Source: an optimization exercise on an open RTL-to-GDS flow (aim: small area, a short achievable clock period and few clock cycles per item). Production flows keep margins and buffers that such runs may drop.
Only simulation tests tie the RTL to the original design; equivalence was not proved.

==> branch sierra: inputs <==
==> flow/design.v (excerpt) <==
module serial_multiplier (
    input  logic        clk,
    input  logic        rst,
    input  logic        start,
    input  logic [2:0]  funct3,         
    input  logic [31:0] A,
    input  logic [31:0] B,
    output logic [63:0] result_64,      
    output logic [31:0] result,         
    output logic        ready,
    output logic        stall
);
clock: 5.5 ns
lec_check: 0
cap_margin: 20
core_margin: 2
core_utilization: 50
setup_slack_margin: 1.2
slew_margin: 20
synth_hierarchical: 1
synth_minimum_keep_size: 0
standard.sh (not shown) runs the stock make flow with config.mk's settings and CLKGATE_MAP_FILE= SYNTH_SCRIPT=/design/flow/synth_recipe.tcl, a recipe that flattens the netlist after the stock synthesis.
==> flow/flow/run.sh <==
#!/bin/bash
# Own layout flow: the standard flow, with two placement/sizing knobs changed.
# - the port buffers are buf_1 cells (the standard flow's buffer_ports picks a
#   delay buffer, clkdlybuf4s50_1, for every port);
# - the resizer may change a cell to one with another footprint (the platform
#   sets MATCH_CELL_FOOTPRINT=1), so a flip-flop can be upsized.
# Synthesis is the standard synthesis, unchanged.
set -euo pipefail
bash standard.sh synth > flow_synth.log 2>&1
sed -e 's|^make -C |make MATCH_CELL_FOOTPRINT=0 "BUFFER_PORTS_ARGS=-buffer_cell sky130_fd_sc_hd__buf_1" -C |' standard.sh > layout.sh
grep -q 'MATCH_CELL_FOOTPRINT=0' layout.sh
bash layout.sh finish > flow_layout.log 2>&1
==> inputs of branch umber, as changes to branch sierra <==
--- a/flow/design.v
+++ b/flow/design.v
@@ -10,15 +10,14 @@
     output logic [31:0] result,         
     output logic        ready,
     output logic        stall
 );
     logic        busy;
     logic [32:0] a;                     
     logic [7:0]  one, two, neg;         
-    logic [7:0]  one_h, two_h, neg_h;   
     logic        d16;                   
     logic        hi_sel;                
     logic [33:0] hs, hc;                
     logic [15:0] lo_s, lo_c;            
     logic [0:0]  cnt;
     logic        first;                 
     logic        xg;                    
@@ -38,38 +37,22 @@
     endfunction
     function automatic logic [33:0] pprow(input logic o, input logic w, input logic n,
                                           input logic [32:0] m);
         logic [33:0] p;
         p = (({34{o}} & {m[32], m}) | ({34{w}} & {m, 1'b0})) ^ {34{n}};
         pprow = {~p[33], p[32:0]};
     endfunction
-    wire [33:0] uh0 = pprow(one_h[0], two_h[0], neg_h[0], a);
-    wire [33:0] ul0 = pprow(one[0], two[0], neg[0], a);
-    wire [33:0] u0 = {uh0[33:17], ul0[16:0]};
-    wire [33:0] uh1 = pprow(one_h[1], two_h[1], neg_h[1], a);
-    wire [33:0] ul1 = pprow(one[1], two[1], neg[1], a);
-    wire [33:0] u1 = {uh1[33:17], ul1[16:0]};
-    wire [33:0] uh2 = pprow(one_h[2], two_h[2], neg_h[2], a);
-    wire [33:0] ul2 = pprow(one[2], two[2], neg[2], a);
-    wire [33:0] u2 = {uh2[33:17], ul2[16:0]};
-    wire [33:0] uh3 = pprow(one_h[3], two_h[3], neg_h[3], a);
-    wire [33:0] ul3 = pprow(one[3], two[3], neg[3], a);
-    wire [33:0] u3 = {uh3[33:17], ul3[16:0]};
-    wire [33:0] uh4 = pprow(one_h[4], two_h[4], neg_h[4], a);
-    wire [33:0] ul4 = pprow(one[4], two[4], neg[4], a);
-    wire [33:0] u4 = {uh4[33:17], ul4[16:0]};
-    wire [33:0] uh5 = pprow(one_h[5], two_h[5], neg_h[5], a);
-    wire [33:0] ul5 = pprow(one[5], two[5], neg[5], a);
-    wire [33:0] u5 = {uh5[33:17], ul5[16:0]};
-    wire [33:0] uh6 = pprow(one_h[6], two_h[6], neg_h[6], a);
-    wire [33:0] ul6 = pprow(one[6], two[6], neg[6], a);
-    wire [33:0] u6 = {uh6[33:17], ul6[16:0]};
-    wire [33:0] uh7 = pprow(one_h[7], two_h[7], neg_h[7], a);
-    wire [33:0] ul7 = pprow(one[7], two[7], neg[7], a);
-    wire [33:0] u7 = {uh7[33:17], ul7[16:0]};
+    wire [33:0] u0 = pprow(one[0], two[0], neg[0], a);
+    wire [33:0] u1 = pprow(one[1], two[1], neg[1], a);
+    wire [33:0] u2 = pprow(one[2], two[2], neg[2], a);
+    wire [33:0] u3 = pprow(one[3], two[3], neg[3], a);
+    wire [33:0] u4 = pprow(one[4], two[4], neg[4], a);
+    wire [33:0] u5 = pprow(one[5], two[5], neg[5], a);
+    wire [33:0] u6 = pprow(one[6], two[6], neg[6], a);
+    wire [33:0] u7 = pprow(one[7], two[7], neg[7], a);
     wire [32:0] xr = a & {33{xg}};
     wire [32:0] ux = {~xr[32], xr[31:0]};
     wire [33:0] hs_in = hs & {34{~first}};
     wire [33:0] hc_in = hc & {34{~first}};
     logic [49:0] cs_s, cs_c;
     wire fs0, fc0, fs1, fc1, fs2, fc2, fs3, fc3, fs4, fc4, fs5, fc5, fs6, fc6, fs7, fc7, fs8, fc8, fs9, fc9, fs10, fc10, fs11, fc11, fs12, fc12, fs13, fc13, fs14, fc14, fs15, fc15, fs16, fc16, fs17, fc17, fs18, fc18, fs19, fc19, fs20, fc20, fs21, fc21, fs22, fc22, fs23, fc23, fs24, fc24, fs25, fc25, fs26, fc26, fs27, fc27, fs28, fc28, fs29, fc29, fs30, fc30, fs31, fc31, fs32, fc32, fs33, fc33, fs34, fc34, fs35, fc35, fs36, fc36, fs37, fc37, fs38, fc38, fs39, fc39, fs40, fc40, fs41, fc41, fs42, fc42, fs43, fc43, fs44, fc44, fs45, fc45, fs46, fc46, fs47, fc47, fs48, fc48, fs49, fc49, fs50, fc50, fs51, fc51, fs52, fc52, fs53, fc53, fs54, fc54, fs55, fc55, fs56, fc56, fs57, fc57, fs58, fc58, fs59, fc59, fs60, fc60, fs61, fc61, fs62, fc62, fs63, fc63, fs64, fc64, fs65, fc65, fs66, fc66, fs67, fc67, fs68, fc68, fs69, fc69, fs70, fc70, fs71, fc71, fs72, fc72, fs73, fc73, fs74, fc74, fs75, fc75, fs76, fc76, fs77, fc77, fs78, fc78, fs79, fc79, fs80, fc80, fs81, fc81, fs82, fc82, fs83, fc83, fs84, fc84, fs85, fc85, fs86, fc86, fs87, fc87, fs88, fc88, fs89, fc89, fs90, fc90, fs91, fc91, fs92, fc92, fs93, fc93, fs94, fc94, fs95, fc95, fs96, fc96, fs97, fc97, fs98, fc98, fs99, fc99, fs100, fc100, fs101, fc101, fs102, fc102, fs103, fc103, fs104, fc104, fs105, fc105, fs106, fc106, fs107, fc107, fs108, fc108, fs109, fc109, fs110, fc110, fs111, fc111, fs112, fc112, fs113, fc113, fs114, fc114, fs115, fc115, fs116, fc116, fs117, fc117, fs118, fc118, fs119, fc119, fs120, fc120, fs121, fc121, fs122, fc122, fs123, fc123, fs124, fc124, fs125, fc125, fs126, fc126, fs127, fc127, fs128, fc128, fs129, fc129, fs130, fc130, fs131, fc131, fs132, fc132, fs133, fc133, fs134, fc134, fs135, fc135, fs136, fc136, fs137, fc137, fs138, fc138, fs139, fc139, fs140, fc140, fs141, fc141, fs142, fc142, fs143, fc143, fs144, fc144, fs145, fc145, fs146, fc146, fs147, fc147, fs148, fc148, fs149, fc149, fs150, fc150, fs151, fc151, fs152, fc152, fs153, fc153, fs154, fc154, fs155, fc155, fs156, fc156, fs157, fc157, fs158, fc158, fs159, fc159, fs160, fc160, fs161, fc161, fs162, fc162, fs163, fc163, fs164, fc164, fs165, fc165, fs166, fc166, fs167, fc167, fs168, fc168, fs169, fc169, fs170, fc170, fs171, fc171, fs172, fc172, fs173, fc173, fs174, fc174, fs175, fc175, fs176, fc176, fs177, fc177, fs178, fc178, fs179, fc179, fs180, fc180, fs181, fc181, fs182, fc182, fs183, fc183, fs184, fc184, fs185, fc185, fs186, fc186, fs187, fc187, fs188, fc188, fs189, fc189, fs190, fc190, fs191, fc191, fs192, fc192, fs193, fc193, fs194, fc194, fs195, fc195, fs196, fc196, fs197, fc197, fs198, fc198, fs199, fc199, fs200, fc200, fs201, fc201, fs202, fc202, fs203, fc203, fs204, fc204, fs205, fc205, fs206, fc206, fs207, fc207, fs208, fc208, fs209, fc209, fs210, fc210, fs211, fc211, fs212, fc212, fs213, fc213, fs214, fc214, fs215, fc215, fs216, fc216, fs217, fc217, fs218, fc218, fs219, fc219, fs220, fc220, fs221, fc221, fs222, fc222, fs223, fc223, fs224, fc224, fs225, fc225, fs226, fc226, fs227, fc227, fs228, fc228, fs229, fc229, fs230, fc230, fs231, fc231, fs232, fc232, fs233, fc233, fs234, fc234, fs235, fc235, fs236, fc236, fs237, fc237, fs238, fc238, fs239, fc239, fs240, fc240, fs241, fc241, fs242, fc242, fs243, fc243, fs244, fc244, fs245, fc245, fs246, fc246, fs247, fc247, fs248, fc248, fs249, fc249, fs250, fc250, fs251, fc251, fs252, fc252, fs253, fc253, fs254, fc254, fs255, fc255, fs256, fc256, fs257, fc257, fs258, fc258, fs259, fc259, fs260, fc260, fs261, fc261, fs262, fc262, fs263, fc263, fs264, fc264, fs265, fc265, fs266, fc266, fs267, fc267, fs268, fc268, fs269, fc269, fs270, fc270, fs271, fc271, fs272, fc272, fs273, fc273, fs274, fc274, fs275, fc275, fs276, fc276, fs277, fc277, fs278, fc278, fs279, fc279, fs280, fc280, fs281, fc281, fs282, fc282, fs283, fc283, fs284, fc284, fs285, fc285, fs286, fc286, fs287, fc287, fs288, fc288, fs289, fc289, fs290, fc290, fs291, fc291, fs292, fc292, fs293, fc293, fs294, fc294, fs295, fc295, fs296, fc296, fs297, fc297, fs298, fc298, fs299, fc299, fs300, fc300;
     wire has0, hac0, has1, hac1, has2, hac2, has3, hac3, has4, hac4, has5, hac5, has6, hac6, has7, hac7, has8, hac8, has9, hac9, has10, hac10, has11, hac11, has12, hac12, has13, hac13, has14, hac14;
@@ -500,16 +483,17 @@
     assign cs_c[46] = has14;
     assign cs_s[47] = hac14;
     assign cs_c[47] = fs300;
     assign cs_s[48] = ux[32];
     assign cs_c[48] = fc300;
     assign cs_s[49] = 1'b0;
     assign cs_c[49] = 1'b0;
+    wire [17:0] lo_w = {1'b0, lo_s, 1'b1} + {1'b0, lo_c, cin};
+    wire [16:0] lo_sum = lo_w[17:1];
     wire [48:0] pw = {hs[31:0], lo_s, 1'b1} + {hc[31:0], lo_c, cin};
-    wire [16:0] lo_sum = {pw[17] ^ hs[0] ^ hc[0], pw[16:1]};
     assign result_64 = {pw[48:1], l[16:1]};
     assign result    = hi_sel ? result_64[63:32] : result_64[31:0];
     assign stall     = busy;
     always_ff @(posedge clk or posedge rst) begin
         if (rst) begin
             busy  <= 1'b0;
             ready <= 1'b0;
@@ -527,20 +511,17 @@
         hc    <= cs_c[49:16];
         lo_s  <= cs_s[15:0];
         lo_c  <= cs_c[15:0];
         cin   <= ~first & lo_sum[16];
         if (busy) begin
             l <= {lo_sum[15:0], l[16:16]};
             {neg, two, one} <= booth(l[16:0]);
-            {neg_h, two_h, one_h} <= booth(l[16:0]);
         end else begin
             l <= B[31:15];
             {neg, two, one} <= booth({B[15:0], 1'b0});
-            if (start)
-                {neg_h, two_h, one_h} <= booth({B[15:0], 1'b0});
             a      <= {a_sgn & A[31], A};
             d16    <= ~b_sgn & B[31];
             hi_sel <= ~funct3[2] & (funct3[1] | funct3[0]);
         end
     end
 endmodule
 module serial_multiplier_fa (
==> inputs of branch harbor, as changes to branch sierra <==
--- a/flow/design.v
+++ b/flow/design.v
@@ -10,15 +10,14 @@
     output logic [31:0] result,         
     output logic        ready,
     output logic        stall
 );
     logic        busy;
     logic [32:0] a;                     
     logic [7:0]  one, two, neg;         
-    logic [7:0]  one_h, two_h, neg_h;   
     logic        d16;                   
     logic        hi_sel;                
     logic [33:0] hs, hc;                
     logic [15:0] lo_s, lo_c;            
     logic [0:0]  cnt;
     logic        first;                 
     logic        xg;                    
@@ -38,38 +37,22 @@
     endfunction
     function automatic logic [33:0] pprow(input logic o, input logic w, input logic n,
                                           input logic [32:0] m);
         logic [33:0] p;
         p = (({34{o}} & {m[32], m}) | ({34{w}} & {m, 1'b0})) ^ {34{n}};
         pprow = {~p[33], p[32:0]};
     endfunction
-    wire [33:0] uh0 = pprow(one_h[0], two_h[0], neg_h[0], a);
-    wire [33:0] ul0 = pprow(one[0], two[0], neg[0], a);
-    wire [33:0] u0 = {uh0[33:17], ul0[16:0]};
-    wire [33:0] uh1 = pprow(one_h[1], two_h[1], neg_h[1], a);
-    wire [33:0] ul1 = pprow(one[1], two[1], neg[1], a);
-    wire [33:0] u1 = {uh1[33:17], ul1[16:0]};
-    wire [33:0] uh2 = pprow(one_h[2], two_h[2], neg_h[2], a);
-    wire [33:0] ul2 = pprow(one[2], two[2], neg[2], a);
-    wire [33:0] u2 = {uh2[33:17], ul2[16:0]};
-    wire [33:0] uh3 = pprow(one_h[3], two_h[3], neg_h[3], a);
-    wire [33:0] ul3 = pprow(one[3], two[3], neg[3], a);
-    wire [33:0] u3 = {uh3[33:17], ul3[16:0]};
-    wire [33:0] uh4 = pprow(one_h[4], two_h[4], neg_h[4], a);
-    wire [33:0] ul4 = pprow(one[4], two[4], neg[4], a);
-    wire [33:0] u4 = {uh4[33:17], ul4[16:0]};
-    wire [33:0] uh5 = pprow(one_h[5], two_h[5], neg_h[5], a);
-    wire [33:0] ul5 = pprow(one[5], two[5], neg[5], a);
-    wire [33:0] u5 = {uh5[33:17], ul5[16:0]};
-    wire [33:0] uh6 = pprow(one_h[6], two_h[6], neg_h[6], a);
-    wire [33:0] ul6 = pprow(one[6], two[6], neg[6], a);
-    wire [33:0] u6 = {uh6[33:17], ul6[16:0]};
-    wire [33:0] uh7 = pprow(one_h[7], two_h[7], neg_h[7], a);
-    wire [33:0] ul7 = pprow(one[7], two[7], neg[7], a);
-    wire [33:0] u7 = {uh7[33:17], ul7[16:0]};
+    wire [33:0] u0 = pprow(one[0], two[0], neg[0], a);
+    wire [33:0] u1 = pprow(one[1], two[1], neg[1], a);
+    wire [33:0] u2 = pprow(one[2], two[2], neg[2], a);
+    wire [33:0] u3 = pprow(one[3], two[3], neg[3], a);
+    wire [33:0] u4 = pprow(one[4], two[4], neg[4], a);
+    wire [33:0] u5 = pprow(one[5], two[5], neg[5], a);
+    wire [33:0] u6 = pprow(one[6], two[6], neg[6], a);
+    wire [33:0] u7 = pprow(one[7], two[7], neg[7], a);
     wire [32:0] xr = a & {33{xg}};
     wire [32:0] ux = {~xr[32], xr[31:0]};
     wire [33:0] hs_in = hs & {34{~first}};
     wire [33:0] hc_in = hc & {34{~first}};
     logic [49:0] cs_s, cs_c;
     wire fs0, fc0, fs1, fc1, fs2, fc2, fs3, fc3, fs4, fc4, fs5, fc5, fs6, fc6, fs7, fc7, fs8, fc8, fs9, fc9, fs10, fc10, fs11, fc11, fs12, fc12, fs13, fc13, fs14, fc14, fs15, fc15, fs16, fc16, fs17, fc17, fs18, fc18, fs19, fc19, fs20, fc20, fs21, fc21, fs22, fc22, fs23, fc23, fs24, fc24, fs25, fc25, fs26, fc26, fs27, fc27, fs28, fc28, fs29, fc29, fs30, fc30, fs31, fc31, fs32, fc32, fs33, fc33, fs34, fc34, fs35, fc35, fs36, fc36, fs37, fc37, fs38, fc38, fs39, fc39, fs40, fc40, fs41, fc41, fs42, fc42, fs43, fc43, fs44, fc44, fs45, fc45, fs46, fc46, fs47, fc47, fs48, fc48, fs49, fc49, fs50, fc50, fs51, fc51, fs52, fc52, fs53, fc53, fs54, fc54, fs55, fc55, fs56, fc56, fs57, fc57, fs58, fc58, fs59, fc59, fs60, fc60, fs61, fc61, fs62, fc62, fs63, fc63, fs64, fc64, fs65, fc65, fs66, fc66, fs67, fc67, fs68, fc68, fs69, fc69, fs70, fc70, fs71, fc71, fs72, fc72, fs73, fc73, fs74, fc74, fs75, fc75, fs76, fc76, fs77, fc77, fs78, fc78, fs79, fc79, fs80, fc80, fs81, fc81, fs82, fc82, fs83, fc83, fs84, fc84, fs85, fc85, fs86, fc86, fs87, fc87, fs88, fc88, fs89, fc89, fs90, fc90, fs91, fc91, fs92, fc92, fs93, fc93, fs94, fc94, fs95, fc95, fs96, fc96, fs97, fc97, fs98, fc98, fs99, fc99, fs100, fc100, fs101, fc101, fs102, fc102, fs103, fc103, fs104, fc104, fs105, fc105, fs106, fc106, fs107, fc107, fs108, fc108, fs109, fc109, fs110, fc110, fs111, fc111, fs112, fc112, fs113, fc113, fs114, fc114, fs115, fc115, fs116, fc116, fs117, fc117, fs118, fc118, fs119, fc119, fs120, fc120, fs121, fc121, fs122, fc122, fs123, fc123, fs124, fc124, fs125, fc125, fs126, fc126, fs127, fc127, fs128, fc128, fs129, fc129, fs130, fc130, fs131, fc131, fs132, fc132, fs133, fc133, fs134, fc134, fs135, fc135, fs136, fc136, fs137, fc137, fs138, fc138, fs139, fc139, fs140, fc140, fs141, fc141, fs142, fc142, fs143, fc143, fs144, fc144, fs145, fc145, fs146, fc146, fs147, fc147, fs148, fc148, fs149, fc149, fs150, fc150, fs151, fc151, fs152, fc152, fs153, fc153, fs154, fc154, fs155, fc155, fs156, fc156, fs157, fc157, fs158, fc158, fs159, fc159, fs160, fc160, fs161, fc161, fs162, fc162, fs163, fc163, fs164, fc164, fs165, fc165, fs166, fc166, fs167, fc167, fs168, fc168, fs169, fc169, fs170, fc170, fs171, fc171, fs172, fc172, fs173, fc173, fs174, fc174, fs175, fc175, fs176, fc176, fs177, fc177, fs178, fc178, fs179, fc179, fs180, fc180, fs181, fc181, fs182, fc182, fs183, fc183, fs184, fc184, fs185, fc185, fs186, fc186, fs187, fc187, fs188, fc188, fs189, fc189, fs190, fc190, fs191, fc191, fs192, fc192, fs193, fc193, fs194, fc194, fs195, fc195, fs196, fc196, fs197, fc197, fs198, fc198, fs199, fc199, fs200, fc200, fs201, fc201, fs202, fc202, fs203, fc203, fs204, fc204, fs205, fc205, fs206, fc206, fs207, fc207, fs208, fc208, fs209, fc209, fs210, fc210, fs211, fc211, fs212, fc212, fs213, fc213, fs214, fc214, fs215, fc215, fs216, fc216, fs217, fc217, fs218, fc218, fs219, fc219, fs220, fc220, fs221, fc221, fs222, fc222, fs223, fc223, fs224, fc224, fs225, fc225, fs226, fc226, fs227, fc227, fs228, fc228, fs229, fc229, fs230, fc230, fs231, fc231, fs232, fc232, fs233, fc233, fs234, fc234, fs235, fc235, fs236, fc236, fs237, fc237, fs238, fc238, fs239, fc239, fs240, fc240, fs241, fc241, fs242, fc242, fs243, fc243, fs244, fc244, fs245, fc245, fs246, fc246, fs247, fc247, fs248, fc248, fs249, fc249, fs250, fc250, fs251, fc251, fs252, fc252, fs253, fc253, fs254, fc254, fs255, fc255, fs256, fc256, fs257, fc257, fs258, fc258, fs259, fc259, fs260, fc260, fs261, fc261, fs262, fc262, fs263, fc263, fs264, fc264, fs265, fc265, fs266, fc266, fs267, fc267, fs268, fc268, fs269, fc269, fs270, fc270, fs271, fc271, fs272, fc272, fs273, fc273, fs274, fc274, fs275, fc275, fs276, fc276, fs277, fc277, fs278, fc278, fs279, fc279, fs280, fc280, fs281, fc281, fs282, fc282, fs283, fc283, fs284, fc284, fs285, fc285, fs286, fc286, fs287, fc287, fs288, fc288, fs289, fc289, fs290, fc290, fs291, fc291, fs292, fc292, fs293, fc293, fs294, fc294, fs295, fc295, fs296, fc296, fs297, fc297, fs298, fc298, fs299, fc299, fs300, fc300;
     wire has0, hac0, has1, hac1, has2, hac2, has3, hac3, has4, hac4, has5, hac5, has6, hac6, has7, hac7, has8, hac8, has9, hac9, has10, hac10, has11, hac11, has12, hac12, has13, hac13, has14, hac14;
@@ -500,16 +483,17 @@
     assign cs_c[46] = has14;
     assign cs_s[47] = hac14;
     assign cs_c[47] = fs300;
     assign cs_s[48] = ux[32];
     assign cs_c[48] = fc300;
     assign cs_s[49] = 1'b0;
     assign cs_c[49] = 1'b0;
+    wire [17:0] lo_w = {1'b0, lo_s, 1'b1} + {1'b0, lo_c, cin};
+    wire [16:0] lo_sum = lo_w[17:1];
     wire [48:0] pw = {hs[31:0], lo_s, 1'b1} + {hc[31:0], lo_c, cin};
-    wire [16:0] lo_sum = {pw[17] ^ hs[0] ^ hc[0], pw[16:1]};
     assign result_64 = {pw[48:1], l[16:1]};
     assign result    = hi_sel ? result_64[63:32] : result_64[31:0];
     assign stall     = busy;
     always_ff @(posedge clk or posedge rst) begin
         if (rst) begin
             busy  <= 1'b0;
             ready <= 1'b0;
@@ -527,20 +511,17 @@
         hc    <= cs_c[49:16];
         lo_s  <= cs_s[15:0];
         lo_c  <= cs_c[15:0];
         cin   <= ~first & lo_sum[16];
         if (busy) begin
             l <= {lo_sum[15:0], l[16:16]};
             {neg, two, one} <= booth(l[16:0]);
-            {neg_h, two_h, one_h} <= booth(l[16:0]);
         end else begin
             l <= B[31:15];
             {neg, two, one} <= booth({B[15:0], 1'b0});
-            if (start)
-                {neg_h, two_h, one_h} <= booth({B[15:0], 1'b0});
             a      <= {a_sgn & A[31], A};
             d16    <= ~b_sgn & B[31];
             hi_sel <= ~funct3[2] & (funct3[1] | funct3[0]);
         end
     end
 endmodule
 module serial_multiplier_fa (
CTS_CLUSTER_DIAMETER = 150   (was default)
CTS_CLUSTER_SIZE = 50   (was default)
==> summary of the runs <==
- In branch sierra the via count is larger than in branch harbor, by about 3.4%.
- Die area: branch umber is lower than branch sierra (about 4%).
- Against branch sierra, the non-clock buffer count of branch harbor is lower by 14.
- Wire length: branch sierra is higher than branch umber (2.4%).
- Of branch sierra and branch harbor, branch sierra has the higher critical path depth (gap 2).
- Sequential share of layout area: branch harbor is lower than branch sierra (1.8 points).
- In final cell count, branch harbor and branch umber do not differ.
Testbench counts of branch sierra, summed over its fixed seeds: cycles 9,608, items 3,200.
Testbench counts of branch umber, summed over its fixed seeds: cycles 9,608, items 3,200.
Testbench counts of branch harbor, summed over its fixed seeds: cycles 9,608, items 3,200.

-- static timing again, ports no longer ideal --
The flow's constraints put no driver on any port. The routed layouts listed below were extracted and timed again, unchanged, in two steps.
Step 1 (the two cells are an assumption about what drives the block):
set clk [get_ports {clk}]
set_driving_cell -lib_cell sky130_fd_sc_hd__clkbuf_16 $clk
set_driving_cell -lib_cell sky130_fd_sc_hd__buf_2 [delete_from_list [all_inputs] $clk]
Step 2 adds t to the input delays and takes it off the output delays; t is the mean of the earliest and latest rising clock arrival at the registers after step 1. Input paths then give back, and output paths get back, about the clock's delay inside the block.
a / b / c = ideal ports / drivers / drivers and shift; a / b = the first two.
run | t, ns | setup WS [ns] | worst setup path after step 2 | worst register clock-pin slew, ns
branch sierra | 0.621 | 0.882 / 0.823 / 1.301 | register to register | 0.06 / 0.06
branch umber | 0.526 | 1.111 / 1.055 / 1.277 | register to register | 0.08 / 0.08
branch harbor | 0.526 | 1.111 / 1.055 / 1.277 | register to register | 0.08 / 0.08
After both steps setup and hold are still met in every run listed.
